This is an optimization exercise on Yosys and OpenROAD, whose aim is small area, not a production implementation. Only simulation tests tie the RTL to the original design; equivalence was not proved.

==> design/flow/flow/run.sh <==
#!/bin/bash
# Standard layout (standard.sh) with two changes to how it is made:
#  - ABC's area script replaced by flow/abc_area.script (choice computation
#    and area-oriented mapping); synthesis is otherwise unchanged;
#  - port buffers made from the smallest buffer cell.
set -e
rm -rf scripts_mod
cp -r "$FLOW_HOME/scripts" scripts_mod
cp flow/abc_area.script scripts_mod/abc_area.script
export SCRIPTS_DIR="$PWD/scripts_mod"
export BUFFER_PORTS_ARGS="-buffer_cell sky130_fd_sc_hd__buf_1"
bash standard.sh > standard.log 2>&1
==> design/flow/flow/abc_area.script <==
strash
&get -n
&dch -f
&nf -R 1000 -p
&st
&dch -f
&nf -R 1000 -p
&put
topo
stime -c
buffer -c
upsize -c
dnsize -c
==> design/flow/standard.sh <==
#!/bin/bash
# synth_recipe.tcl (not shown) runs the flow's synth.tcl, then flattens the netlist and writes it again
# the make line also repeats each setting of config.mk as NAME=value (left out here)
make -C /OpenROAD-flow-scripts/flow DESIGN_CONFIG=/design/flow/config.mk WORK_HOME=/design/flow/orfs CLKGATE_MAP_FILE= SYNTH_SCRIPT=/design/flow/synth_recipe.tcl "${@:-finish}"
==> design/flow/config.mk <==
export PLATFORM = sky130hd
export DESIGN_NAME = MX_MAC_hybrid_BPE
export DESIGN_NICKNAME = MX_MAC_hybrid_BPE
export VERILOG_FILES = /design/flow/design.v
export SDC_FILE = /design/flow/constraint.sdc
export NUM_CORES = 4
export LEC_CHECK = 0
export ABC_AREA = 1
export CAP_MARGIN = 20
export CORE_MARGIN = 2
export CORE_UTILIZATION = 40
export SLEW_MARGIN = 20
==> design/flow/constraint.sdc <==
create_clock -name core_clock -period 30.0 [get_ports {clk_i}]
set_input_delay 6.0000 -clock core_clock [delete_from_list [all_inputs] [get_ports {clk_i}]]
set_output_delay 6.0000 -clock core_clock [all_outputs]
set_load 0.01 [all_outputs]
==> design/flow/design.v <==
module mul4x4 (
	input  logic [3:0] x,
	input  logic [3:0] y,
	output logic [7:0] p
);
logic [3:0] r0, r1, r2, r3;
assign r0 = x & {4{y[0]}};
assign r1 = x & {4{y[1]}};
assign r2 = x & {4{y[2]}};
assign r3 = x & {4{y[3]}};
logic [4:0] s1;
logic [3:0] c1;
assign s1[0] = r0[1] ^ r1[0];            assign c1[0] = r0[1] & r1[0];
assign s1[1] = r0[2] ^ r1[1] ^ c1[0];    assign c1[1] = (r0[2] & r1[1]) | (c1[0] & (r0[2] ^ r1[1]));
assign s1[2] = r0[3] ^ r1[2] ^ c1[1];    assign c1[2] = (r0[3] & r1[2]) | (c1[1] & (r0[3] ^ r1[2]));
assign s1[3] = r1[3] ^ c1[2];            assign c1[3] = r1[3] & c1[2];
assign s1[4] = c1[3];
logic [4:0] s2;
logic [3:0] c2;
assign s2[0] = s1[1] ^ r2[0];            assign c2[0] = s1[1] & r2[0];
assign s2[1] = s1[2] ^ r2[1] ^ c2[0];    assign c2[1] = (s1[2] & r2[1]) | (c2[0] & (s1[2] ^ r2[1]));
assign s2[2] = s1[3] ^ r2[2] ^ c2[1];    assign c2[2] = (s1[3] & r2[2]) | (c2[1] & (s1[3] ^ r2[2]));
assign s2[3] = s1[4] ^ r2[3] ^ c2[2];    assign c2[3] = (s1[4] & r2[3]) | (c2[2] & (s1[4] ^ r2[3]));
assign s2[4] = c2[3];
logic [4:0] s3;
logic [3:0] c3;
assign s3[0] = s2[1] ^ r3[0];            assign c3[0] = s2[1] & r3[0];
assign s3[1] = s2[2] ^ r3[1] ^ c3[0];    assign c3[1] = (s2[2] & r3[1]) | (c3[0] & (s2[2] ^ r3[1]));
assign s3[2] = s2[3] ^ r3[2] ^ c3[1];    assign c3[2] = (s2[3] & r3[2]) | (c3[1] & (s2[3] ^ r3[2]));
assign s3[3] = s2[4] ^ r3[3] ^ c3[2];    assign c3[3] = (s2[4] & r3[3]) | (c3[2] & (s2[4] ^ r3[3]));
assign s3[4] = c3[3];
assign p = {s3[4:0], s2[0], s1[0], r0[0]};
endmodule
module add_rc #(
	parameter W = 8
)
(
	input  logic [W-1:0] a,
	input  logic [W-1:0] b,
	input  logic         cin,
	output logic [W-1:0] s
);
logic [W:0] c;
assign c[0] = cin;
genvar i;
generate
	for (i = 0; i < W; i = i + 1) begin : g_bit
		assign s[i] = a[i] ^ b[i] ^ c[i];
		assign c[i+1] = (a[i] & b[i]) | (c[i] & (a[i] ^ b[i]));
	end
endgenerate
endmodule
module fp_lane (
	input  logic [3:0]  x,
	input  logic [3:0]  y,
	input  logic        s,
	input  logic [6:0]  d,
	output logic [18:0] term,
	output logic        cin
);
logic [7:0] p;
mul4x4 mul0 (.x(x), .y(y), .p(p));
logic [19:0] v, sh, mask;
assign v = {p, 12'd0};
assign sh = v >> d;
assign mask = ~({20{1'b1}} << d);
assign term = {~s, sh[17:0] ^ {18{s}}};
assign cin = s & ~(|(v & mask));
endmodule
module fp4_prod (
	input  logic       ma,
	input  logic [1:0] ea,
	input  logic       sa,
	input  logic       mb,
	input  logic [1:0] eb,
	input  logic       sb,
	output logic [7:0] mag,
	output logic       s
);
logic ha, hb;
assign ha = |ea;
assign hb = |eb;
logic [3:0] q;
assign q[0] = ma & mb;
assign q[1] = (ha & mb) ^ (ma & hb);
assign q[2] = (ha & hb) & ~(ma & mb);
assign q[3] = ha & hb & ma & mb;
logic [5:0] qa;
always_comb begin
	case (ea)
		2'd3: qa = {q, 2'b00};
		2'd2: qa = {1'b0, q, 1'b0};
		default: qa = {2'b00, q};
	endcase
	case (eb)
		2'd3: mag = {qa, 2'b00};
		2'd2: mag = {1'b0, qa, 1'b0};
		default: mag = {2'b00, qa};
	endcase
end
assign s = sa ^ sb;
endmodule
module add_bk #(
	parameter W = 8
)
(
	input  logic [W-1:0] a,
	input  logic [W-1:0] b,
	input  logic         cin,
	output logic [W-1:0] s
);
logic [W-1:0] g, p, G, P;
integer l, i;
always_comb begin
	g = a & b;
	p = a ^ b;
	G = g;
	P = p;
	G[0] = g[0] | (p[0] & cin);
	for (l = 0; (1 << l) < W; l = l + 1)
		for (i = (2 << l) - 1; i < W; i = i + (2 << l)) begin
			G[i] = G[i] | (P[i] & G[i - (1 << l)]);
			P[i] = P[i] & P[i - (1 << l)];
		end
	for (l = 5; l >= 0; l = l - 1)
		for (i = (3 << l) - 1; i < W; i = i + (2 << l)) begin
			G[i] = G[i] | (P[i] & G[i - (1 << l)]);
			P[i] = P[i] & P[i - (1 << l)];
		end
end
assign s = p ^ {G[W-2:0], cin};
endmodule
module prefix_or #(
	parameter W = 8
)
(
	input  logic [W-1:0] a,
	output logic [W-1:0] o
);
integer l, i;
always_comb begin
	o = a;
	for (l = 0; (1 << l) < W; l = l + 1)
		for (i = (2 << l) - 1; i < W; i = i + (2 << l))
			o[i] = o[i] | o[i - (1 << l)];
	for (l = 5; l >= 0; l = l - 1)
		for (i = (3 << l) - 1; i < W; i = i + (2 << l))
			o[i] = o[i] | o[i - (1 << l)];
end
endmodule
module front_end (
	input  logic [7:0]  a_mant0, a_mant1, a_mant2, a_mant3,
	input  logic [7:0]  b_mant0, b_mant1, b_mant2, b_mant3,
	input  logic [9:0]  a_exp_in0, a_exp_in1, a_exp_in2, a_exp_in3,
	input  logic [9:0]  b_exp_in0, b_exp_in1, b_exp_in2, b_exp_in3,
	input  logic [3:0]  a_sign_in0, a_sign_in1, a_sign_in2, a_sign_in3,
	input  logic [3:0]  b_sign_in0, b_sign_in1, b_sign_in2, b_sign_in3,
	input  logic [1:0]  prec_mode,
	input  logic [1:0]  FP_mode,
	input  logic [7:0]  shared_exp_added,
	output logic [20:0] x_sum,
	output logic        x_sign,
	output logic [7:0]  e_in
);
logic int8, fp8, fp4, m3, e5m2;
assign int8 = (prec_mode == 2'b00);
assign fp8  = (prec_mode == 2'b01);
assign fp4  = (prec_mode == 2'b11);
assign m3   = ~FP_mode[0];
assign e5m2 = (FP_mode == 2'b11);
logic [7:0] a_abs, b_abs;
logic s_int;
assign a_abs = a_mant0[7] ? (~a_mant0 + 8'd1) : a_mant0;
assign b_abs = b_mant0[7] ? (~b_mant0 + 8'd1) : b_mant0;
assign s_int = a_mant0[7] ^ b_mant0[7];
function automatic [3:0] f8m(input [2:0] bits, input [4:0] ef, input m3_);
	f8m = m3_ ? {|ef, bits} : {1'b0, |ef, bits[1:0]};
endfunction
function automatic [4:0] f8e(input [4:0] ef);
	f8e = {ef[4:1], ef[0] | ~(|ef[4:1])};
endfunction
function automatic [3:0] f4v(input m, input [1:0] ef);
	case (ef)
		2'd0: f4v = {3'b000, m};
		2'd1: f4v = {2'b00, 1'b1, m};
		2'd2: f4v = {1'b0, 1'b1, m, 1'b0};
		default: f4v = {1'b1, m, 2'b00};
	endcase
endfunction
logic [5:0] f0, f1, f2, f3, e0, e1, e2, e3;
assign f0 = f8e(a_exp_in0[4:0]) + f8e(b_exp_in0[4:0]);
assign f1 = f8e(a_exp_in0[9:5]) + f8e(b_exp_in1[4:0]);
assign f2 = f8e(a_exp_in1[4:0]) + f8e(b_exp_in0[9:5]);
assign f3 = f8e(a_exp_in1[9:5]) + f8e(b_exp_in1[9:5]);
assign e0 = fp8 ? f0 : 6'd0;
assign e1 = fp8 ? f1 : {3'd0, int8, 2'd0};
assign e2 = fp8 ? f2 : {3'd0, int8, 2'd0};
assign e3 = fp8 ? f3 : {2'd0, int8, 3'd0};
logic [5:0] big01, big23, big;
assign big01 = (e0 >= e1) ? e0 : e1;
assign big23 = (e2 >= e3) ? e2 : e3;
assign big   = (big01 >= big23) ? big01 : big23;
logic [3:0] x0, x1, x2, x3, y0, y1, y2, y3;
logic s0, s1, s2, s3;
logic [6:0] d0, d1, d2, d3, bigp;
assign bigp = {1'b0, big} + {4'd0, ~(fp8 & e5m2), 2'b00};
assign d0 = bigp - {1'b0, e0};
assign d1 = bigp - {1'b0, e1};
assign d2 = bigp - {1'b0, e2};
assign d3 = bigp - {1'b0, e3};
always_comb begin
	x0 = '0; x1 = '0; x2 = '0; x3 = '0; y0 = '0; y1 = '0; y2 = '0; y3 = '0;
	s0 = 1'b0; s1 = 1'b0; s2 = 1'b0; s3 = 1'b0;
	if (int8) begin
		x0 = a_abs[3:0]; y0 = b_abs[3:0];
		x1 = a_abs[7:4]; y1 = b_abs[3:0];
		x2 = a_abs[3:0]; y2 = b_abs[7:4];
		x3 = a_abs[7:4]; y3 = b_abs[7:4];
		s0 = s_int; s1 = s_int; s2 = s_int; s3 = s_int;
	end else if (fp8) begin
		x0 = f8m(a_mant0[2:0], a_exp_in0[4:0], m3); y0 = f8m(b_mant0[2:0], b_exp_in0[4:0], m3);
		x1 = f8m(a_mant0[6:4], a_exp_in0[9:5], m3); y1 = f8m(b_mant1[2:0], b_exp_in1[4:0], m3);
		x2 = f8m(a_mant1[2:0], a_exp_in1[4:0], m3); y2 = f8m(b_mant0[6:4], b_exp_in0[9:5], m3);
		x3 = f8m(a_mant1[6:4], a_exp_in1[9:5], m3); y3 = f8m(b_mant1[6:4], b_exp_in1[9:5], m3);
		s0 = a_sign_in0[0] ^ b_sign_in0[0];
		s1 = a_sign_in0[1] ^ b_sign_in1[0];
		s2 = a_sign_in1[0] ^ b_sign_in0[1];
		s3 = a_sign_in1[1] ^ b_sign_in1[1];
	end else if (fp4) begin
		x0 = f4v(a_mant0[0], a_exp_in0[1:0]); y0 = f4v(b_mant0[0], b_exp_in0[1:0]);
		x1 = f4v(a_mant1[0], a_exp_in1[1:0]); y1 = f4v(b_mant0[2], b_exp_in0[3:2]);
		x2 = f4v(a_mant0[2], a_exp_in0[3:2]); y2 = f4v(b_mant1[0], b_exp_in1[1:0]);
		x3 = f4v(a_mant1[2], a_exp_in1[3:2]); y3 = f4v(b_mant1[2], b_exp_in1[3:2]);
		s0 = a_sign_in0[0] ^ b_sign_in0[0];
		s1 = a_sign_in1[0] ^ b_sign_in0[1];
		s2 = a_sign_in0[1] ^ b_sign_in1[0];
		s3 = a_sign_in1[1] ^ b_sign_in1[1];
	end
end
logic [18:0] t0, t1, t2, t3;
logic c0, c1, c2, c3;
fp_lane ln0 (.x(x0), .y(y0), .s(s0), .d(d0), .term(t0), .cin(c0));
fp_lane ln1 (.x(x1), .y(y1), .s(s1), .d(d1), .term(t1), .cin(c1));
fp_lane ln2 (.x(x2), .y(y2), .s(s2), .d(d2), .term(t2), .cin(c2));
fp_lane ln3 (.x(x3), .y(y3), .s(s3), .d(d3), .term(t3), .cin(c3));
logic [7:0] u0, u1, u2, u3;
logic us0, us1, us2, us3;
fp4_prod fq0 (.ma(fp4 & a_mant2[4]), .ea(a_exp_in2[5:4] & {2{fp4}}), .sa(fp4 & a_sign_in2[2]), .mb(b_mant2[4]), .eb(b_exp_in2[5:4]), .sb(fp4 & b_sign_in2[2]), .mag(u0), .s(us0));
fp4_prod fq1 (.ma(fp4 & a_mant3[4]), .ea(a_exp_in3[5:4] & {2{fp4}}), .sa(fp4 & a_sign_in3[2]), .mb(b_mant2[6]), .eb(b_exp_in2[7:6]), .sb(fp4 & b_sign_in2[3]), .mag(u1), .s(us1));
fp4_prod fq2 (.ma(fp4 & a_mant2[6]), .ea(a_exp_in2[7:6] & {2{fp4}}), .sa(fp4 & a_sign_in2[3]), .mb(b_mant3[4]), .eb(b_exp_in3[5:4]), .sb(fp4 & b_sign_in3[2]), .mag(u2), .s(us2));
fp4_prod fq3 (.ma(fp4 & a_mant3[6]), .ea(a_exp_in3[7:6] & {2{fp4}}), .sa(fp4 & a_sign_in3[3]), .mb(b_mant3[6]), .eb(b_exp_in3[7:6]), .sb(fp4 & b_sign_in3[3]), .mag(u3), .s(us3));
logic [8:0] v0, v1, v2, v3;
assign v0 = {~us0, u0 ^ {8{us0}}};
assign v1 = {~us1, u1 ^ {8{us1}}};
assign v2 = {~us2, u2 ^ {8{us2}}};
assign v3 = {~us3, u3 ^ {8{us3}}};
xsum xs0 (.t0(t0), .t1(t1), .t2(t2), .t3(t3), .v0(v0), .v1(v1), .v2(v2), .v3(v3),
	.c0(c0), .c1(c1), .c2(c2), .c3(c3),
	.u0(us0), .u1(us1), .u2(us2), .u3(us3), .s(x_sum));
assign x_sign = int8 ? s_int : x_sum[20];
logic [7:0] ebias;
always_comb begin
	case (prec_mode)
		2'b00: ebias = 8'd255;    
		2'b11: ebias = 8'd9;
		2'b10: ebias = 8'd0;
		default: case (FP_mode)
			2'b11: ebias = 8'd229;
			2'b10: ebias = 8'd247;
			2'b01: ebias = 8'd1;
			default: ebias = 8'd255;
		endcase
	endcase
end
assign e_in = shared_exp_added + ebias + {2'b00, big};
endmodule
module xsum (
	input  logic [18:0] t0, t1, t2, t3,
	input  logic [8:0]  v0, v1, v2, v3,
	input  logic        c0, c1, c2, c3,
	input  logic        u0, u1, u2, u3,
	output logic [20:0] s
);
logic n1, n2, n3, n4, n5, n6, n7, n8, n9, n10, n11, n12, n13, n14, n15, n16, n17, n18, n19, n20, n21, n22, n23, n24, n25, n26, n27, n28, n29, n30, n31, n32, n33, n34, n35, n36, n37, n38, n39, n40, n41, n42, n43, n44, n45, n46, n47, n48, n49, n50, n51, n52, n53, n54, n55, n56, n57, n58, n59, n60, n61, n62, n63, n64, n65, n66, n67, n68, n69, n70, n71, n72, n73, n74, n75, n76, n77, n78, n79, n80, n81, n82, n83, n84, n85, n86, n87, n88, n89, n90, n91, n92, n93, n94, n95, n96, n97, n98, n99, n100, n101, n102, n103, n104, n105, n106, n107, n108, n109, n110, n111, n112, n113, n114, n115, n116, n117, n118, n119, n120, n121, n122, n123, n124, n125, n126, n127, n128, n129, n130, n131, n132, n133, n134, n135, n136, n137, n138, n139, n140, n141, n142, n143, n144, n145, n146, n147, n148, n149, n150, n151, n152, n153, n154, n155, n156, n157, n158, n159, n160, n161, n162, n163, n164, n165, n166, n167, n168, n169, n170, n171, n172, n173, n174, n175, n176, n177, n178, n179, n180, n181, n182, n183, n184, n185, n186, n187, n188, n189, n190, n191, n192, n193, n194, n195, n196, n197, n198, n199, n200, n201, n202;
assign n1 = t0[8] ^ v0[0] ^ u0;
assign n2 = (t0[8] & v0[0]) | (u0 & (t0[8] ^ v0[0]));
assign n3 = t1[8] ^ v1[0];
assign n4 = t1[8] & v1[0];
assign n5 = t0[9] ^ v0[1];
assign n6 = t0[9] & v0[1];
assign n7 = t0[0] ^ c0 ^ t1[0];
assign n8 = (t0[0] & c0) | (t1[0] & (t0[0] ^ c0));
assign n9 = u1 ^ t2[8] ^ v2[0];
assign n10 = (u1 & t2[8]) | (v2[0] & (u1 ^ t2[8]));
assign n11 = u2 ^ t3[8];
assign n12 = u2 & t3[8];
assign n13 = t1[9] ^ v1[1] ^ t2[9];
assign n14 = (t1[9] & v1[1]) | (t2[9] & (t1[9] ^ v1[1]));
assign n15 = v2[1] ^ t3[9] ^ v3[1];
assign n16 = (v2[1] & t3[9]) | (v3[1] & (v2[1] ^ t3[9]));
assign n17 = n5 ^ n2;
assign n18 = n5 & n2;
assign n19 = t0[10] ^ v0[2] ^ t1[10];
assign n20 = (t0[10] & v0[2]) | (t1[10] & (t0[10] ^ v0[2]));
assign n21 = v1[2] ^ t2[10] ^ v2[2];
assign n22 = (v1[2] & t2[10]) | (v2[2] & (v1[2] ^ t2[10]));
assign n23 = t3[10] ^ v3[2] ^ n6;
assign n24 = (t3[10] & v3[2]) | (n6 & (t3[10] ^ v3[2]));
assign n25 = t0[11] ^ v0[3] ^ t1[11];
assign n26 = (t0[11] & v0[3]) | (t1[11] & (t0[11] ^ v0[3]));
assign n27 = v1[3] ^ t2[11] ^ v2[3];
assign n28 = (v1[3] & t2[11]) | (v2[3] & (v1[3] ^ t2[11]));
assign n29 = t3[11] ^ v3[3];
assign n30 = t3[11] & v3[3];
assign n31 = t0[12] ^ v0[4] ^ t1[12];
assign n32 = (t0[12] & v0[4]) | (t1[12] & (t0[12] ^ v0[4]));
assign n33 = v1[4] ^ t2[12] ^ v2[4];
assign n34 = (v1[4] & t2[12]) | (v2[4] & (v1[4] ^ t2[12]));
assign n35 = t3[12] ^ v3[4];
assign n36 = t3[12] & v3[4];
assign n37 = t0[13] ^ v0[5] ^ t1[13];
assign n38 = (t0[13] & v0[5]) | (t1[13] & (t0[13] ^ v0[5]));
assign n39 = v1[5] ^ t2[13] ^ v2[5];
assign n40 = (v1[5] & t2[13]) | (v2[5] & (v1[5] ^ t2[13]));
assign n41 = t3[13] ^ v3[5];
assign n42 = t3[13] & v3[5];
assign n43 = t0[14] ^ v0[6] ^ t1[14];
assign n44 = (t0[14] & v0[6]) | (t1[14] & (t0[14] ^ v0[6]));
assign n45 = v1[6] ^ t2[14] ^ v2[6];
assign n46 = (v1[6] & t2[14]) | (v2[6] & (v1[6] ^ t2[14]));
assign n47 = t3[14] ^ v3[6];
assign n48 = t3[14] & v3[6];
assign n49 = t0[15] ^ v0[7] ^ t1[15];
assign n50 = (t0[15] & v0[7]) | (t1[15] & (t0[15] ^ v0[7]));
assign n51 = v1[7] ^ t2[15] ^ v2[7];
assign n52 = (v1[7] & t2[15]) | (v2[7] & (v1[7] ^ t2[15]));
assign n53 = t3[15] ^ v3[7];
assign n54 = t3[15] & v3[7];
assign n55 = t0[16] ^ v0[8] ^ t1[16];
assign n56 = (t0[16] & v0[8]) | (t1[16] & (t0[16] ^ v0[8]));
assign n57 = v1[8] ^ t2[16] ^ v2[8];
assign n58 = (v1[8] & t2[16]) | (v2[8] & (v1[8] ^ t2[16]));
assign n59 = t3[16] ^ v3[8];
assign n60 = t3[16] & v3[8];
assign n61 = t0[17] ^ t1[17];
assign n62 = t0[17] & t1[17];
assign n63 = c1 ^ t2[0] ^ c2;
assign n64 = (c1 & t2[0]) | (c2 & (c1 ^ t2[0]));
assign n65 = t0[1] ^ t1[1] ^ t2[1];
assign n66 = (t0[1] & t1[1]) | (t2[1] & (t0[1] ^ t1[1]));
assign n67 = t0[2] ^ t1[2];
assign n68 = t0[2] & t1[2];
assign n69 = t0[3] ^ t1[3];
assign n70 = t0[3] & t1[3];
assign n71 = t0[4] ^ t1[4];
assign n72 = t0[4] & t1[4];
assign n73 = t0[5] ^ t1[5];
assign n74 = t0[5] & t1[5];
assign n75 = t0[6] ^ t1[6];
assign n76 = t0[6] & t1[6];
assign n77 = t0[7] ^ t1[7];
assign n78 = t0[7] & t1[7];
assign n79 = v3[0] ^ u3 ^ n1;
assign n80 = (v3[0] & u3) | (n1 & (v3[0] ^ u3));
assign n81 = n3 ^ n9;
assign n82 = n3 & n9;
assign n83 = n4 ^ n13 ^ n15;
assign n84 = (n4 & n13) | (n15 & (n4 ^ n13));
assign n85 = n17 ^ n10 ^ n12;
assign n86 = (n17 & n10) | (n12 & (n17 ^ n10));
assign n87 = n19 ^ n21 ^ n23;
assign n88 = (n19 & n21) | (n23 & (n19 ^ n21));
assign n89 = n14 ^ n16 ^ n18;
assign n90 = (n14 & n16) | (n18 & (n14 ^ n16));
assign n91 = n25 ^ n27 ^ n29;
assign n92 = (n25 & n27) | (n29 & (n25 ^ n27));
assign n93 = n20 ^ n22 ^ n24;
assign n94 = (n20 & n22) | (n24 & (n20 ^ n22));
assign n95 = n31 ^ n33 ^ n35;
assign n96 = (n31 & n33) | (n35 & (n31 ^ n33));
assign n97 = n26 ^ n28 ^ n30;
assign n98 = (n26 & n28) | (n30 & (n26 ^ n28));
assign n99 = n37 ^ n39 ^ n41;
assign n100 = (n37 & n39) | (n41 & (n37 ^ n39));
assign n101 = n32 ^ n34 ^ n36;
assign n102 = (n32 & n34) | (n36 & (n32 ^ n34));
assign n103 = n43 ^ n45 ^ n47;
assign n104 = (n43 & n45) | (n47 & (n43 ^ n45));
assign n105 = n38 ^ n40 ^ n42;
assign n106 = (n38 & n40) | (n42 & (n38 ^ n40));
assign n107 = n49 ^ n51 ^ n53;
assign n108 = (n49 & n51) | (n53 & (n49 ^ n51));
assign n109 = n44 ^ n46 ^ n48;
assign n110 = (n44 & n46) | (n48 & (n44 ^ n46));
assign n111 = n55 ^ n57 ^ n59;
assign n112 = (n55 & n57) | (n59 & (n55 ^ n57));
assign n113 = n50 ^ n52 ^ n54;
assign n114 = (n50 & n52) | (n54 & (n50 ^ n52));
assign n115 = t2[17] ^ t3[17] ^ n61;
assign n116 = (t2[17] & t3[17]) | (n61 & (t2[17] ^ t3[17]));
assign n117 = n56 ^ n58 ^ n60;
assign n118 = (n56 & n58) | (n60 & (n56 ^ n58));
assign n119 = t0[18] ^ t1[18] ^ t2[18];
assign n120 = (t0[18] & t1[18]) | (t2[18] & (t0[18] ^ t1[18]));
assign n121 = t3[18] ^ 1'b1 ^ n62;
assign n122 = (t3[18] & 1'b1) | (n62 & (t3[18] ^ 1'b1));
assign n123 = t3[0] ^ c3;
assign n124 = t3[0] & c3;
assign n125 = t3[1] ^ n8 ^ n65;
assign n126 = (t3[1] & n8) | (n65 & (t3[1] ^ n8));
assign n127 = t2[2] ^ t3[2] ^ n67;
assign n128 = (t2[2] & t3[2]) | (n67 & (t2[2] ^ t3[2]));
assign n129 = t2[3] ^ t3[3] ^ n69;
assign n130 = (t2[3] & t3[3]) | (n69 & (t2[3] ^ t3[3]));
assign n131 = t2[4] ^ t3[4] ^ n71;
assign n132 = (t2[4] & t3[4]) | (n71 & (t2[4] ^ t3[4]));
assign n133 = t2[5] ^ t3[5] ^ n73;
assign n134 = (t2[5] & t3[5]) | (n73 & (t2[5] ^ t3[5]));
assign n135 = t2[6] ^ t3[6] ^ n75;
assign n136 = (t2[6] & t3[6]) | (n75 & (t2[6] ^ t3[6]));
assign n137 = t2[7] ^ t3[7] ^ n77;
assign n138 = (t2[7] & t3[7]) | (n77 & (t2[7] ^ t3[7]));
assign n139 = n11 ^ n79 ^ n81;
assign n140 = (n11 & n79) | (n81 & (n11 ^ n79));
assign n141 = n83 ^ n85 ^ n80;
assign n142 = (n83 & n85) | (n80 & (n83 ^ n85));
assign n143 = n87 ^ n89 ^ n84;
assign n144 = (n87 & n89) | (n84 & (n87 ^ n89));
assign n145 = n91 ^ n93 ^ n88;
assign n146 = (n91 & n93) | (n88 & (n91 ^ n93));
assign n147 = n95 ^ n97 ^ n92;
assign n148 = (n95 & n97) | (n92 & (n95 ^ n97));
assign n149 = n99 ^ n101 ^ n96;
assign n150 = (n99 & n101) | (n96 & (n99 ^ n101));
assign n151 = n103 ^ n105 ^ n100;
assign n152 = (n103 & n105) | (n100 & (n103 ^ n105));
assign n153 = n107 ^ n109 ^ n104;
assign n154 = (n107 & n109) | (n104 & (n107 ^ n109));
assign n155 = n111 ^ n113 ^ n108;
assign n156 = (n111 & n113) | (n108 & (n111 ^ n113));
assign n157 = n115 ^ n117 ^ n112;
assign n158 = (n115 & n117) | (n112 & (n115 ^ n117));
assign n159 = n119 ^ n121 ^ n116;
assign n160 = (n119 & n121) | (n116 & (n119 ^ n121));
assign n161 = 1'b1 ^ n120;
assign n162 = 1'b1 & n120;
assign n163 = n7 ^ n63;
assign n164 = n7 & n63;
assign n165 = n64 ^ n125 ^ n124;
assign n166 = (n64 & n125) | (n124 & (n64 ^ n125));
assign n167 = n66 ^ n127 ^ n126;
assign n168 = (n66 & n127) | (n126 & (n66 ^ n127));
assign n169 = n68 ^ n129 ^ n128;
assign n170 = (n68 & n129) | (n128 & (n68 ^ n129));
assign n171 = n70 ^ n131 ^ n130;
assign n172 = (n70 & n131) | (n130 & (n70 ^ n131));
assign n173 = n72 ^ n133 ^ n132;
assign n174 = (n72 & n133) | (n132 & (n72 ^ n133));
assign n175 = n74 ^ n135 ^ n134;
assign n176 = (n74 & n135) | (n134 & (n74 ^ n135));
assign n177 = n76 ^ n137 ^ n136;
assign n178 = (n76 & n137) | (n136 & (n76 ^ n137));
assign n179 = n78 ^ n139 ^ n138;
assign n180 = (n78 & n139) | (n138 & (n78 ^ n139));
assign n181 = n82 ^ n141 ^ n140;
assign n182 = (n82 & n141) | (n140 & (n82 ^ n141));
assign n183 = n86 ^ n143 ^ n142;
assign n184 = (n86 & n143) | (n142 & (n86 ^ n143));
assign n185 = n90 ^ n145 ^ n144;
assign n186 = (n90 & n145) | (n144 & (n90 ^ n145));
assign n187 = n94 ^ n147 ^ n146;
assign n188 = (n94 & n147) | (n146 & (n94 ^ n147));
assign n189 = n98 ^ n149 ^ n148;
assign n190 = (n98 & n149) | (n148 & (n98 ^ n149));
assign n191 = n102 ^ n151 ^ n150;
assign n192 = (n102 & n151) | (n150 & (n102 ^ n151));
assign n193 = n106 ^ n153 ^ n152;
assign n194 = (n106 & n153) | (n152 & (n106 ^ n153));
assign n195 = n110 ^ n155 ^ n154;
assign n196 = (n110 & n155) | (n154 & (n110 ^ n155));
assign n197 = n114 ^ n157 ^ n156;
assign n198 = (n114 & n157) | (n156 & (n114 ^ n157));
assign n199 = n118 ^ n159 ^ n158;
assign n200 = (n118 & n159) | (n158 & (n118 ^ n159));
assign n201 = n122 ^ n161 ^ n160;
assign n202 = (n122 & n161) | (n160 & (n122 ^ n161));
logic [20:0] ra, rb;
assign ra[0] = n123;
assign rb[0] = n163;
assign ra[1] = n165;
assign rb[1] = n164;
assign ra[2] = n167;
assign rb[2] = n166;
assign ra[3] = n169;
assign rb[3] = n168;
assign ra[4] = n171;
assign rb[4] = n170;
assign ra[5] = n173;
assign rb[5] = n172;
assign ra[6] = n175;
assign rb[6] = n174;
assign ra[7] = n177;
assign rb[7] = n176;
assign ra[8] = n179;
assign rb[8] = n178;
assign ra[9] = n181;
assign rb[9] = n180;
assign ra[10] = n183;
assign rb[10] = n182;
assign ra[11] = n185;
assign rb[11] = n184;
assign ra[12] = n187;
assign rb[12] = n186;
assign ra[13] = n189;
assign rb[13] = n188;
assign ra[14] = n191;
assign rb[14] = n190;
assign ra[15] = n193;
assign rb[15] = n192;
assign ra[16] = n195;
assign rb[16] = n194;
assign ra[17] = n197;
assign rb[17] = n196;
assign ra[18] = n199;
assign rb[18] = n198;
assign ra[19] = n201;
assign rb[19] = n200;
assign ra[20] = n162;
assign rb[20] = n202;
add_bk #(.W(21)) cpa (.a(ra), .b(rb), .cin(1'b0), .s(s));
endmodule
module accum_norm (
	input  logic [20:0] x_sum,
	input  logic        x_sign,
	input  logic [7:0]  e_in,
	input  logic [24:0] accum_FP32,
	output logic [15:0] out_mant,    
	output logic [7:0]  out_exp,
	output logic        out_sign,
	output logic        keep_mant    
);
logic [15:0] ma;
logic [7:0]  ea;
logic        sa;
assign ma = accum_FP32[15:0];
assign ea = accum_FP32[23:16];
assign sa = accum_FP32[24];
logic [8:0] d;           
assign d = {1'b0, ea} - {1'b0, e_in};
logic dneg, case1, case2, case4;
assign dneg  = d[8];
assign case1 = ~dneg & (d[7:0] < 8'd17);
assign case2 = ~dneg & ~case1;
assign case4 = dneg & (d[7:0] <= 8'd217);    
logic [5:0] r;
assign r = (dneg ? 6'd2 : 6'd20) - d[5:0];
logic [39:0] fw, qs, qmask;
assign fw = {|ea, ma, 23'd0};
assign qs = fw >> r;
assign qmask = ~({40{1'b1}} << r);
logic q_sticky;
assign q_sticky = |(fw & qmask);
logic [38:0] q;
logic qcin;
assign q = case4 ? 39'd0 : (qs[38:0] ^ {39{sa}});
assign qcin = ~case4 & sa & ~q_sticky;
logic [38:0] p;
assign p = case1 ? {{18{x_sign}}, x_sum} : {x_sum, 18'd0};
logic [38:0] y, m;
add_bk #(.W(39)) yadd (.a(p), .b(q), .cin(qcin), .s(y));
logic [38:0] ylow;    
prefix_or #(.W(39)) por (.a({y[37:0], 1'b0}), .o(ylow));
assign m = y ^ (ylow & {39{y[38]}});
logic [38:0] n1, n2, n3, n4, n5;
logic [5:0] lz;
always_comb begin
	lz = 6'd0;
	if (m[38:7]   == '0) begin n1 = m << 32;  lz[5] = 1'b1; end else n1 = m;
	if (n1[38:23] == '0) begin n2 = n1 << 16; lz[4] = 1'b1; end else n2 = n1;
	if (n2[38:31] == '0) begin n3 = n2 << 8;  lz[3] = 1'b1; end else n3 = n2;
	if (n3[38:35] == '0) begin n4 = n3 << 4;  lz[2] = 1'b1; end else n4 = n3;
	if (n4[38:37] == '0) begin n5 = n4 << 2;  lz[1] = 1'b1; end else n5 = n4;
	if (n5[38] == 1'b0)  begin lz[0] = 1'b1; end
end
logic [15:0] nm;
assign nm = lz[0] ? n5[36:21] : n5[37:22];
logic zero;
assign zero = ~(|m);
logic [7:0] en;
assign en = case1 ? ea : e_in;
assign keep_mant = case2;
assign out_mant = nm;
always_comb begin
	if (case2) begin
		out_exp = 8'd1; out_sign = 1'b0;
	end else begin
		out_exp  = zero ? en + 8'd1 : en - {2'b00, lz} + 8'd1;
		out_sign = case4 ? x_sign : y[38];
	end
end
endmodule
module mac_core (
	input  logic [7:0]  a_mant0, a_mant1, a_mant2, a_mant3,
	input  logic [7:0]  b_mant0, b_mant1, b_mant2, b_mant3,
	input  logic [9:0]  a_exp_in0, a_exp_in1, a_exp_in2, a_exp_in3,
	input  logic [9:0]  b_exp_in0, b_exp_in1, b_exp_in2, b_exp_in3,
	input  logic [3:0]  a_sign_in0, a_sign_in1, a_sign_in2, a_sign_in3,
	input  logic [3:0]  b_sign_in0, b_sign_in1, b_sign_in2, b_sign_in3,
	input  logic [1:0]  prec_mode,
	input  logic [1:0]  FP_mode,
	input  logic [7:0]  shared_exp_added,
	input  logic [24:0] accum_FP32,
	output logic [15:0] out_mant,
	output logic [7:0]  out_exp,
	output logic        out_sign,
	output logic        keep_mant
);
logic [20:0] x_sum;    
logic        x_sign;   
logic [7:0]  e_in;     
front_end fe0 (.a_mant0(a_mant0), .a_mant1(a_mant1), .a_mant2(a_mant2), .a_mant3(a_mant3),
	.b_mant0(b_mant0), .b_mant1(b_mant1), .b_mant2(b_mant2), .b_mant3(b_mant3),
	.a_exp_in0(a_exp_in0), .a_exp_in1(a_exp_in1), .a_exp_in2(a_exp_in2), .a_exp_in3(a_exp_in3),
	.b_exp_in0(b_exp_in0), .b_exp_in1(b_exp_in1), .b_exp_in2(b_exp_in2), .b_exp_in3(b_exp_in3),
	.a_sign_in0(a_sign_in0), .a_sign_in1(a_sign_in1), .a_sign_in2(a_sign_in2), .a_sign_in3(a_sign_in3),
	.b_sign_in0(b_sign_in0), .b_sign_in1(b_sign_in1), .b_sign_in2(b_sign_in2), .b_sign_in3(b_sign_in3),
	.prec_mode(prec_mode), .FP_mode(FP_mode), .shared_exp_added(shared_exp_added),
	.x_sum(x_sum), .x_sign(x_sign), .e_in(e_in));
accum_norm an0 (.x_sum(x_sum), .x_sign(x_sign), .e_in(e_in),
	.accum_FP32(accum_FP32), .out_mant(out_mant), .out_exp(out_exp), .out_sign(out_sign), .keep_mant(keep_mant));
endmodule
module MX_MAC_hybrid_BPE #(
	parameter M_out_width = 16
)
(
	input  logic        clk_i,
	input  logic        rstn,
	input  logic [7:0]  a_mant0,
	input  logic [7:0]  a_mant1,
	input  logic [7:0]  a_mant2,
	input  logic [7:0]  a_mant3,
	input  logic [7:0]  b_mant0,
	input  logic [7:0]  b_mant1,
	input  logic [7:0]  b_mant2,
	input  logic [7:0]  b_mant3,
	input  logic [9:0]  a_exp_in0,
	input  logic [9:0]  a_exp_in1,
	input  logic [9:0]  a_exp_in2,
	input  logic [9:0]  a_exp_in3,
	input  logic [9:0]  b_exp_in0,
	input  logic [9:0]  b_exp_in1,
	input  logic [9:0]  b_exp_in2,
	input  logic [9:0]  b_exp_in3,
	input  logic [3:0]  a_sign_in0,
	input  logic [3:0]  a_sign_in1,
	input  logic [3:0]  a_sign_in2,
	input  logic [3:0]  a_sign_in3,
	input  logic [3:0]  b_sign_in0,
	input  logic [3:0]  b_sign_in1,
	input  logic [3:0]  b_sign_in2,
	input  logic [3:0]  b_sign_in3,
	input  logic [1:0]  prec_mode,
	input  logic [1:0]  FP_mode,
	input  logic [7:0]  shared_exp_added,
	input  logic        A_valid,
	input  logic        B_valid,
	output logic [M_out_width-1:0] MAC_mant_out,
	output logic [7:0] MAC_exp_out,
	output logic MAC_sign_out
);
logic [15:0] accum_mant;
logic [7:0]  accum_exp;
logic        accum_sign;
logic [15:0] out_mant;
logic [7:0]  out_exp;
logic        out_sign;
logic        keep_mant;
mac_core core0 (.a_mant0(a_mant0), .a_mant1(a_mant1), .a_mant2(a_mant2), .a_mant3(a_mant3),
	.b_mant0(b_mant0), .b_mant1(b_mant1), .b_mant2(b_mant2), .b_mant3(b_mant3),
	.a_exp_in0(a_exp_in0), .a_exp_in1(a_exp_in1), .a_exp_in2(a_exp_in2), .a_exp_in3(a_exp_in3),
	.b_exp_in0(b_exp_in0), .b_exp_in1(b_exp_in1), .b_exp_in2(b_exp_in2), .b_exp_in3(b_exp_in3),
	.a_sign_in0(a_sign_in0), .a_sign_in1(a_sign_in1), .a_sign_in2(a_sign_in2), .a_sign_in3(a_sign_in3),
	.b_sign_in0(b_sign_in0), .b_sign_in1(b_sign_in1), .b_sign_in2(b_sign_in2), .b_sign_in3(b_sign_in3),
	.prec_mode(prec_mode), .FP_mode(FP_mode), .shared_exp_added(shared_exp_added),
	.accum_FP32({accum_sign, accum_exp, accum_mant}),
	.out_mant(out_mant), .out_exp(out_exp), .out_sign(out_sign), .keep_mant(keep_mant));
always @(posedge clk_i or negedge rstn) begin
	if (~rstn) begin
		accum_mant <= '0; accum_exp <= '0; accum_sign <= '0;
	end else if (A_valid & B_valid) begin
		if (~keep_mant) accum_mant <= out_mant;
		accum_exp <= out_exp; accum_sign <= out_sign;
	end
end
assign MAC_mant_out = accum_mant;
assign MAC_exp_out = accum_exp;
assign MAC_sign_out = accum_sign;
endmodule
==> results of run 1 <==
stage by stage:
step | util | worst slack (ps)
2_1_floorplan | - | 3470
3_3_place_gp | 0.432 | 581
3_5_place_dp | 0.432 | -130
4_1_cts | 0.433 | 30.6
5_1_grt | 0.436 | 46.4
6_report | 0.436 | 1640
sequential cells by signal, summed over array words and instances (netlist names):
register    count
accum_mant     16
accum_exp       8
accum_sign      1
repair_timing:
item | CTS | global route
setup endpoints to repair | 0 | 24
hold buffers | 0 | 0
setup buffers | 0 | 1
gates resized for setup | 0 | 19
placed cells by master (no fill, tap or decap), types with 12 or more instances in the layout:
master / n
sky130_fd_sc_hd__o22ai_1: 30
sky130_fd_sc_hd__a21boi_0: 15
sky130_fd_sc_hd__mux2i_1: 53
sky130_fd_sc_hd__nand2_1: 314
sky130_fd_sc_hd__inv_1: 258
sky130_fd_sc_hd__a22oi_1: 17
sky130_fd_sc_hd__or3_1: 28
sky130_fd_sc_hd__nand2b_1: 51
sky130_fd_sc_hd__a21oi_1: 287
sky130_fd_sc_hd__nor3_1: 59
sky130_fd_sc_hd__dfrtp_1: 25
sky130_fd_sc_hd__nor2_1: 318
sky130_fd_sc_hd__and3_1: 25
sky130_fd_sc_hd__o31ai_1: 18
sky130_fd_sc_hd__xnor2_1: 143
sky130_fd_sc_hd__buf_1: 148
sky130_fd_sc_hd__and2_1: 20
sky130_fd_sc_hd__mux2_2: 19
sky130_fd_sc_hd__nor4_1: 19
sky130_fd_sc_hd__nor2b_1: 43
sky130_fd_sc_hd__nand3_1: 60
sky130_fd_sc_hd__o211ai_1: 12
sky130_fd_sc_hd__ha_1: 196
sky130_fd_sc_hd__a21o_1: 59
sky130_fd_sc_hd__nand4_1: 20
sky130_fd_sc_hd__xor2_1: 99
sky130_fd_sc_hd__o21ai_0: 201
sky130_fd_sc_hd__a211oi_1: 17
sky130_fd_sc_hd__or2_2: 12
sky130_fd_sc_hd__a31oi_1: 27
sky130_fd_sc_hd__buf_4: 50
sky130_fd_sc_hd__fa_1: 157
area by class of cell:
class                   instances  area (um^2)  area share
multi-input cells            2509        18500       0.842
inverters                     262          986      0.0450
repair buffers                198          931      0.0425
well taps                     672          841      0.0383
flip-flops and latches         25          626      0.0285
clock buffers                   3         75.1     0.00342
clock inverters                 1         7.51    0.000342
cell families after synthesis:
logic type | after synthesis | synth area share
buffers and inverters | 380 | 0.0723
adder cells (fa/ha/maj) | 355 | 0.276
flip-flops | 25 | 0.0307
XOR/XNOR | 251 | 0.108
AO/OA/AOI/OAI | 806 | 0.242
multiplexers | 73 | 0.0372
AND/OR/NAND/NOR | 1023 | 0.235
critical path, delay by kind of cell:
kind | cells | cell delay, ps
AOI/OAI and AO/OA | 36 | 7930
buffers and inverters | 12 | 1950
and+or+nand+nor | 33 | 5180
xor gates and xnor gates | 6 | 1280
adders and majority gates | 17 | 6120
final timing paths:
kind / from / end / slack (ps) / cells after the start
max: b_exp_in1[1] / accum_exp[7] / 1640 / 104
max reg2reg: accum_exp[0] / accum_exp[7] / 14020 / 75
min in group asynchronous: rstn / accum_mant[15] / 5720 / 2
max in group asynchronous: rstn / accum_mant[3] / 24040 / 2
min reg2reg: accum_mant[12] / accum_mant[12] / 580 / 2
min: accum_mant[12] / accum_mant[12] / 580 / 2
routing by layer:
layer | global-route usage | up-vias
li1 | - | 10200
met3 | 0.00682 | 97
met1 | 0.326 | 9926
met2 | 0.466 | 549
met5 | 0 | -
met4 | 0.0540 | 0
==> run summary, run 1 <==
* Crit path largest cell delay: 640 ps
* via count of the first global-routing pass: 20,300
* crit path time final: 28,360 ps
* number of filler instances in the final layout: 5,290
* Unique masters post-synth: 95
* Tightest Pin Transition: 1060 ps
* Warnings, synthesis: 7
* antenna fix cells: 0
* Design Area, Final: 21,900 um^2
* Total Die Area: 52,800 um^2
* Worst Path Required: 30,160 ps
* count of boundary I/O pins: 217
* vias per cell: 5.67
* Pre-Repair DR Iteration Count: 5
* aggregate global routing overflow: 0
* library cell with the highest instance count after synthesis: sky130_fd_sc_hd__nor2_1
* clock latency on the worst-skew pair: 260 ps
* count of clock tree sinks: 25
* most instantiated flip-flop cell in the synthesis netlist: sky130_fd_sc_hd__dfrtp_1
* Post-DP Area: 21,700 um^2
* core box area: 50,300 um^2
* cell count after placement: 3,664
* net count after synthesis: 3,459
* synthesis-stage register bit count: 25
* Port Buffer Count: 148
* maximum number of pins on one net before global-route repair: 53
* cell with the largest stage delay on the worst path: sky130_fd_sc_hd__or4_1
* Clk pin slew, worst setup/hold paths: 70 ps
* result of the run: finished clean
* root buffer selected by CTS: sky130_fd_sc_hd__clkbuf_16
* die height: 230 um
* number of placement rows: 82
* worst hold-check slack: 581 ps
* hold violation count in the final report: 0
* CTS buffer count: 3
* Synth area leader: sky130_fd_sc_hd__fa_1
* Setup CP Type: input pin to flop
* half-perimeter wire length after placement: 58.1 mm
* maximum level of the CTS H-tree: 1
* top metal layer carrying routed signals: met4
* Detailed Route WL: 68.1 mm
* Fin Setup TNS: 0 ps
* Area Overhead vs Synth: 7.54%
* Final Wtd Congestion: 0.940
* cell repeated most along the worst path: sky130_fd_sc_hd__ha_1
* met3 wire len: 2.30 mm
* Data arrival, critical path: 28,520 ps
* most numerous cell types in the synthesized netlist: sky130_fd_sc_hd__nor2_1 (324), sky130_fd_sc_hd__nand2_1 (314), sky130_fd_sc_hd__a21oi_1 (288)
* final number of max-transition violations: 0
* average wire per cell in the routed design: 18.6 um
* detailed route wirelength on metal2: 33.7 mm
* combined area of all synthesized cells: 20,400 um^2
* EDFF count, synth: 0
* Die W: 230 um
* Async S/R FF share, synth: 1.00
* number of antenna violations at the first check in global routing: 0
* final instance count without filler cells: 3,670
* WL met1: 30.5 mm
* worst clock skew: 3.18 ps
* fraction of final layout cells with drive strength greater than 1: 0.0517
* CTS tree: built
* Starting Density: 0.406
* register area share after synthesis: 0.0307
* via count: 20,800
* dominant cells by area after synthesis: sky130_fd_sc_hd__fa_1 (15%), sky130_fd_sc_hd__ha_1 (12%), sky130_fd_sc_hd__a21oi_1 (7.1%)
* relative slew slack: 0.292
* clock buffer depth: 2
* Startpoint Class: input pin
* cells after synthesis: 2,913
* Avg Synthesized Cell Area: 7.00 um^2
* area share of the largest cell type after synthesis: 0.154
* ANT nets after route: 0
* ratio of final minimum period to clock period: 0.945
* maximum clock frequency: 0.0353 GHz
* global-route wire length before repair: 109 mm
* unrepaired setup endpoints after global routing: false
* DRC: 0
* class of the tightest hold or removal check: flop to flop
* Max FO, Critical Path: 21
* NumNets Final: 3,545
* Max-cap violations: 0
* kind of capture point of the worst setup path: flop
* GR Util All Layers: 0.252
* final setup violation count: 0
* Detailed Route Iter0 Violations: 1,637
==> run 2, diff against run 1 <==
--- a/design/flow/flow/run.sh
+++ b/design/flow/flow/run.sh
@@ -3,4 +3,5 @@
 #  - ABC's area script replaced by flow/abc_area.script (choice computation
 #    and area-oriented mapping); synthesis is otherwise unchanged;
+#  - no full/half-adder cell extraction before ABC (ADDER_MAP_FILE empty);
 #  - port buffers made from the smallest buffer cell.
 set -e
@@ -9,4 +10,5 @@
 cp flow/abc_area.script scripts_mod/abc_area.script
 export SCRIPTS_DIR="$PWD/scripts_mod"
+export ADDER_MAP_FILE=
 export BUFFER_PORTS_ARGS="-buffer_cell sky130_fd_sc_hd__buf_1"
 bash standard.sh > standard.log 2>&1
==> run 2 against run 1 <==
Compared with the run above: still clean on timing, DRC and antenna; die area shrank 1.2%; sequential cell count stayed put; final cell count increased by 6.6%; synthesized cell count increased by 8.6%; critical path type unchanged; largest cell class unchanged.
==> run summary, run 2 <==
* result of the run: finished clean
* maximum number of pins on one net before global-route repair: 61
* DRC: 0
* Startpoint Class: input pin
* vias per cell: 5.46
* die height: 228 um
* Max FO, Critical Path: 34
* ANT nets after route: 0
* net count after synthesis: 3,355
* kind of capture point of the worst setup path: flop
* Warnings, synthesis: 7
* clock buffer depth: 2
* Area Overhead vs Synth: 6.58%
* hold path endpoint: accum_mant[11]
* Detailed Route Iter0 Violations: 1,448
* register area share after synthesis: 0.0311
* hold path startpoint: accum_mant[11]
* aggregate global routing overflow: 0
* count of clock tree sinks: 25
* via count of the first global-routing pass: 19,600
* core box area: 50,000 um^2
* Post-DP Area: 21,400 um^2
* maximum level of the CTS H-tree: 1
* most common cell after layout, fill and taps aside: sky130_fd_sc_hd__nor2_1
* final number of max-transition violations: 0
* GR Util All Layers: 0.238
* Tightest Pin Transition: 1060 ps
* fin worst setup slack: 1880 ps
* maximum clock frequency: 0.0356 GHz
* Worst Path Required: 30,200 ps
* Crit path largest cell delay: 590 ps
* Reg2Reg Setup Slack: 12,200 ps
* EDFF count, synth: 0
* Worst R2R End: accum_exp[7]
* Hold Path Depth: 2
* class of the tightest hold or removal check: flop to flop
* Total Die Area: 52,100 um^2
* clock latency on the worst-skew pair: 260 ps
* Port Buffer Count: 148
* Detailed Route WL: 64.3 mm
* relative slew slack: 0.287
* Fin Setup TNS: 0 ps
* Unique masters post-synth: 105
* Avg Synthesized Cell Area: 6.37 um^2
* fraction of final layout cells with drive strength greater than 1: 0.0534
* Design Area, Final: 21,500 um^2
* root buffer selected by CTS: sky130_fd_sc_hd__clkbuf_16
* Async S/R FF share, synth: 1.00
* hold_buf cts: 0
* top register by number of flip-flops: accum_mant
* library cell with the highest instance count after synthesis: sky130_fd_sc_hd__nor2_1
* dominant cells by area after synthesis: sky130_fd_sc_hd__xnor2_1 (17%), sky130_fd_sc_hd__xor2_1 (9.7%), sky130_fd_sc_hd__nor2_1 (7.8%)
* cell with the largest stage delay on the worst path: sky130_fd_sc_hd__or4_1
* combined area of all synthesized cells: 20,100 um^2
* Data arrival, critical path: 28,320 ps
* Setup CP Type: input pin to flop
* via count: 21,400
* CTS buffer count: 3
* number of placement rows: 82
* commonest non-fill, non-tap cells in the layout: sky130_fd_sc_hd__nor2_1 (419), sky130_fd_sc_hd__nand2_1 (414), sky130_fd_sc_hd__xnor2_1 (379), sky130_fd_sc_hd__a21oi_1 (224), sky130_fd_sc_hd__xor2_1 (222)
* number of flip-flops under the largest register name: 16
* crit path time final: 28,120 ps
* Reg2Reg Launch Point: accum_exp[0]
* ratio of final minimum period to clock period: 0.937
* Worst Reg2Reg Path Length in Cells: 80
* count of boundary I/O pins: 217
* most numerous cell types in the synthesized netlist: sky130_fd_sc_hd__nor2_1 (420), sky130_fd_sc_hd__nand2_1 (414), sky130_fd_sc_hd__xnor2_1 (380)
* Clk pin slew, worst setup/hold paths: 70 ps
* Pre-Repair DR Iteration Count: 5
* synthesis-stage register bit count: 25
* area share of the largest cell type after synthesis: 0.165
* Synth area leader: sky130_fd_sc_hd__xnor2_1
* half-perimeter wire length after placement: 54.0 mm
* Final Wtd Congestion: 0.935
* post-placement setup slack: 1090 ps
* number of buffers and inverters on the critical path: 6
* unrepaired setup endpoints after global routing: false
* CTS tree: built
* Starting Density: 0.403
* NumNets Final: 3,433
* number of antenna violations at the first check in global routing: 0
* most instantiated flip-flop cell in the synthesis netlist: sky130_fd_sc_hd__dfrtp_1
* global-route wire length before repair: 103 mm
* Die W: 228 um
* Top Family by Delay on Critical Path: simple AND/OR/NAND/NOR gates
* cell repeated most along the worst path: sky130_fd_sc_hd__nor2_1
* antenna fix cells: 0
* Max-cap violations: 0
* final setup violation count: 0
* worst clock skew: 6.11 ps
* Largest regs: accum_mant (16), accum_exp (8), accum_sign (1)
* cells after synthesis: 3,163
* average wire per cell in the routed design: 16.4 um
* hold violation count in the final report: 0
## run 2: cell types whose count changed after synthesis, sizes merged, moves of 34 or more
| cell | change |
|---|---|
| xnor2 | +234 |
| nor2 | +93 |
| nand2 | +101 |
| a21o | -35 |
| maj3 | +86 |
| xor2 | +121 |
| nand2b | +72 |
| fa | -157 |
| a21oi | -61 |
| mux2i | +56 |
| ha | -197 |
| inv | -177 |
| buf | +34 |
| o21ai | +37 |
## run 2: logic make-up after synthesis
group                    after synthesis  synth area share
AND/OR/NAND/NOR                     1350             0.318
flip-flops                            25            0.0311
adder cells (fa/ha/maj)               87            0.0439
AO/OA/AOI/OAI                        745             0.225
buffers and inverters                217            0.0459
XOR/XNOR                             611             0.271
multiplexers                         128            0.0648
## run 2: tightest hold or removal path: stages (launching register included)
cell and delay, ps:
sky130_fd_sc_hd__dfrtp_1 440, sky130_fd_sc_hd__nand2_1 70, sky130_fd_sc_hd__o31ai_1 60
## run 2: per-layer routing
metal  global-route usage  share of wire  vias to the layer above  wire length [um]
li1                     -              -                    11100                 -
met1                0.319           0.46                     9666             29800
met2                0.420           0.47                      572             30200
met3              0.00936          0.042                       86              2710
met4               0.0556          0.025                        0              1580
met5                    0              0                        -                 0
## run 2: layout make-up
type | count | area [um^2]
Inverter | 86 | 323
Sequential cell | 25 | 627
Fill cell | 5509 | 28500
Clock inverter | 1 | 7.51
Clock buffer | 3 | 75.1
Multi-Input combinational cell | 2921 | 18600
Tap cell | 672 | 841
Timing Repair Buffer | 204 | 977
## run 2: through the flow
stage | utilization | hold slack [ps] | cells
2_1_floorplan | - | 563 | 3163
3_3_place_gp | 0.427 | 598 | 3907
3_5_place_dp | 0.427 | 602 | 3907
4_1_cts | 0.429 | 618 | 3911
5_1_grt | 0.429 | 649 | 3912
6_report | 0.429 | 605 | 3912
## run 2: what timing repair did
| action | CTS | global route |
|---|---|---|
| endpoints found under the setup margin | 0 | 7 |
| resized for setup | 0 | 4 |
| setup buffers | 0 | 1 |
## run 2: worst max path at each step
stage                               to  cells past startpoint    startpoint
after floorplan           accum_exp[7]                    105  b_exp_in1[3]
after global placement    accum_exp[7]                    102  b_exp_in1[3]
after detailed placement  accum_exp[7]                    102  b_exp_in1[3]
after CTS                 accum_exp[7]                    102  b_exp_in1[3]
after global routing      accum_exp[7]                    104  b_exp_in1[3]
final                     accum_exp[7]                    102  b_exp_in1[3]
==> run 3, diff against run 2 <==
--- a/design/flow/flow/run.sh
+++ b/design/flow/flow/run.sh
@@ -1,4 +1,4 @@
 #!/bin/bash
-# Standard layout (standard.sh) with two changes to how it is made:
+# Standard layout (standard.sh) with these changes to how it is made:
 #  - ABC's area script replaced by flow/abc_area.script (choice computation
 #    and area-oriented mapping); synthesis is otherwise unchanged;
==> design/flow/flow/abc_area.script (replaced) <==
strash
&get -n
&dch -f
&nf -R 1000 -p
&st
&dch -f
&nf -R 1000 -p
&put
topo
stime -c
==> run 3 against run 2 <==
Compared with the run above: register-to-register slack got worse by 350 ps; largest cell class unchanged; die area down 4.5%; via count up 0.33%; first-iteration DRC count up 5.1%; utilization rose by 2.1 points; area after synthesis decreased by 4.6%; still clean; worst setup slack worse by 110 ps; hold slack lost 120 ps; non-clock buffer count is 16 higher; final cell count is 1.0% lower; critical path depth grew 5.
==> run summary, run 3 <==
* result of the run: finished clean
* Warnings, synthesis: 7
* fraction of final layout cells with drive strength greater than 1: 0.0344
* root buffer selected by CTS: sky130_fd_sc_hd__clkbuf_16
* relative slew slack: 0.305
* kind of capture point of the worst setup path: flop
* most common cell after layout, fill and taps aside: sky130_fd_sc_hd__nor2_1
* fraction of synthesized cell area in xor and xnor cells: 0.282
* core box area: 47,500 um^2
* number of buffers and inverters on the critical path: 11
* average wire per cell in the routed design: 16.5 um
* maximum number of pins on one net before global-route repair: 60
* Clk pin slew, worst setup/hold paths: 70 ps
* Synth area leader: sky130_fd_sc_hd__xnor2_1
* Total Die Area: 49,800 um^2
* Final Wtd Congestion: 0.947
* maximum clock frequency: 0.0354 GHz
* die height: 223 um
* crit path time final: 28,230 ps
* antenna fix cells: 0
* commonest non-fill, non-tap cells in the layout: sky130_fd_sc_hd__nor2_1 (421), sky130_fd_sc_hd__nand2_1 (416), sky130_fd_sc_hd__xnor2_1 (376), sky130_fd_sc_hd__o21ai_0 (245), sky130_fd_sc_hd__a21oi_1 (225)
* Largest regs: accum_mant (16), accum_exp (8), accum_sign (1)
* clock latency on the worst-skew pair: 260 ps
* Starting Density: 0.404
* combined area of all synthesized cells: 19,200 um^2
* Async S/R FF share, synth: 1.00
* final number of max-transition violations: 0
* Tightest Pin Transition: 1040 ps
* clock buffer depth: 2
* Port Buffer Count: 148
* cell count after placement: 3,862
* most numerous cell types in the synthesized netlist: sky130_fd_sc_hd__nor2_1 (423), sky130_fd_sc_hd__nand2_1 (417), sky130_fd_sc_hd__xnor2_1 (383)
* number of filler instances in the final layout: 5,183
* hold violation count in the final report: 0
* fraction of the mapped netlist area in simple logic gates: 0.325
* maximum level of the CTS H-tree: 1
* number of flip-flops under the largest register name: 16
* via count of the first global-routing pass: 19,300
* via count: 21,400
* Area Overhead vs Synth: 11.4%
* ratio of final minimum period to clock period: 0.941
* compound-cell area share of the yosys netlist: 0.230
* top register by number of flip-flops: accum_mant
* EDFF count, synth: 0
* share of the core filled with cells in the final layout: 0.450
* Setup CP Type: input pin to flop
* area share of the largest cell type after synthesis: 0.175
* Unique masters post-synth: 62
* class of the tightest hold or removal check: flop to flop
* Max-cap violations: 0
* Hold Path Depth: 2
* Reg2Reg Setup Slack: 11,850 ps
* CTS tree: built
* net count after synthesis: 3,224
* worst clock skew: 3.27 ps
* library cell with the highest instance count after synthesis: sky130_fd_sc_hd__nor2_1
* Worst Reg2Reg Path Length in Cells: 82
* number of placement rows: 80
* area share of fa/ha/maj cells after synthesis: 0.0453
* DRC: 0
* hold path endpoint: accum_sign
* CTS buffer count: 3
* GR Util All Layers: 0.246
* count of clock tree sinks: 25
* Sequential cell area: 627 um^2
* register area share after synthesis: 0.0326
* cells after synthesis: 3,032
* Avg Synthesized Cell Area: 6.34 um^2
* vias per cell: 5.54
* final instance count without filler cells: 3,872
* final setup violation count: 0
* Detailed Route WL: 63.7 mm
* Max FO, Critical Path: 26
* global-route wire length before repair: 101 mm
* Fin Setup TNS: 0 ps
* Detailed Route Iter0 Violations: 1,522
* Worst R2R End: accum_exp[7]
* hold path startpoint: accum_sign
* count of boundary I/O pins: 217
* multiplexer share of the synthesized area: 0.0679
* Reg2Reg Launch Point: accum_exp[0]
* cell with the largest stage delay on the worst path: sky130_fd_sc_hd__or4_1
* Worst Path Required: 30,150 ps
* Data arrival, critical path: 28,380 ps
* dominant cells by area after synthesis: sky130_fd_sc_hd__xnor2_1 (17%), sky130_fd_sc_hd__xor2_1 (10%), sky130_fd_sc_hd__nor2_1 (8.3%)
* half-perimeter wire length after placement: 53.1 mm
* most instantiated flip-flop cell in the synthesis netlist: sky130_fd_sc_hd__dfrtp_1
* Pre-Repair DR Iteration Count: 5
* Startpoint Class: input pin
* Top Family by Delay on Critical Path: simple AND/OR/NAND/NOR gates
* NumNets Final: 3,450
* synthesis-stage register bit count: 25
* aggregate global routing overflow: 0
* number of antenna violations at the first check in global routing: 1
* area of combinational cells with multiple inputs: 18,500 um^2
* Crit path largest cell delay: 550 ps
* worst hold-check slack: 487 ps
* Die W: 223 um
* ANT nets after route: 0
* dominant combinational cell family by area after synthesis: simple AND/OR/NAND/NOR gates
## run 3: cell types whose count changed after synthesis, moves of 30 or more
| cell | change |
|---|---|
| sky130_fd_sc_hd__clkinv_1 | +84 |
| sky130_fd_sc_hd__clkbuf_1 | -77 |
| sky130_fd_sc_hd__inv_1 | -80 |
| sky130_fd_sc_hd__or2_0 | +30 |
| sky130_fd_sc_hd__and2_0 | +45 |
| sky130_fd_sc_hd__and2_1 | -43 |
## run 3: through the flow
stage,worst slack [ps],cell area (um^2)
global route,-61.6,21400
floorplan,97.7,19300
CTS,370,21200
detailed placement,198,21100
global placement,422,21100
finish,1770,21400
## run 3: logic make-up (layout without fill, tap and decap cells)
group,count (synthesis),in the layout
AND/OR/NAND/NOR,1350,1351
AO/OA/AOI/OAI,745,745
multiplexers,128,128
adder cells (fa/ha/maj),87,87
flip-flops,25,25
XOR/XNOR,611,611
buffers and inverters,86,310
## run 3: cell type report
class / count / area share
multi-input cells: 2922 / 0.864
repair buffers: 220 / 0.0516
well taps: 615 / 0.0359
flip-flops and latches: 25 / 0.0293
inverters: 86 / 0.0153
clock buffers: 3 / 0.00351
clock inverters: 1 / 0.000351
## run 3: what timing repair did
| item | in CTS | in global routing |
|---|---|---|
| endpoints found under the setup margin | 0 | 24 |
| hold buffers | 0 | 0 |
| resized for setup | 0 | 30 |
| buffers inserted | 0 | 5 |
## run 3: metal layers
layer	routed length (um)	GRT usage
met1	29400	0.326
met2	30600	0.443
met3	2400	0.00777
met4	1310	0.0494
met5	0	0
## run 3: how the worst max path moves through the flow
stage            startpoint      endpoint  slack [ps]  depth (start not counted)
3_3_place_gp   b_exp_in1[3]  accum_exp[7]         420                        104
5_1_grt        a_exp_in1[3]  accum_exp[7]         -60                        106
6_report       b_exp_in1[1]  accum_exp[7]        1770                        107
2_1_floorplan  b_exp_in0[9]  accum_exp[7]         100                         99
4_1_cts        b_exp_in1[3]  accum_exp[7]         370                        104
3_5_place_dp   b_exp_in1[3]  accum_exp[7]         200                        104
## run 3: tightest hold or removal path, delay by kind of cell, from the launching register on
kind | cells | cell delay (ps)
flip-flops | 1 | 360
AND/OR/NAND/NOR | 2 | 100

re-timing with driven ports:
The results above use ideal ports. As a check the final layouts listed here were re-extracted and re-timed, cells and wires unchanged. Step 1 sets driving cells, clkbuf_16 on the clock port and buf_2 on the other inputs (assumed; they add their load-dependent delay and slew). Step 2 also shifts input and output timing later by t, the mid clock arrival at the registers, as if the neighbouring blocks saw the same clock. Three values: ideal, step 1, step 2; two values: the first two.
run	shift t [ns]	slack for setup (ns)	worst hold slack (ns)
run 1	0.292	1.636 / 1.643 / 1.351	0.581 / 0.581 / 0.581
run 2	0.294	1.883 / 1.886 / 1.592	0.605 / 0.605 / 0.605
run 3	0.287	1.770 / 1.776 / 1.488	0.487 / 0.487 / 0.487
After both steps setup and hold are still met in every run listed. The setup slack of run 2, which loses most, moves by +0.003 ns with the drivers and by -0.291 ns with both steps.
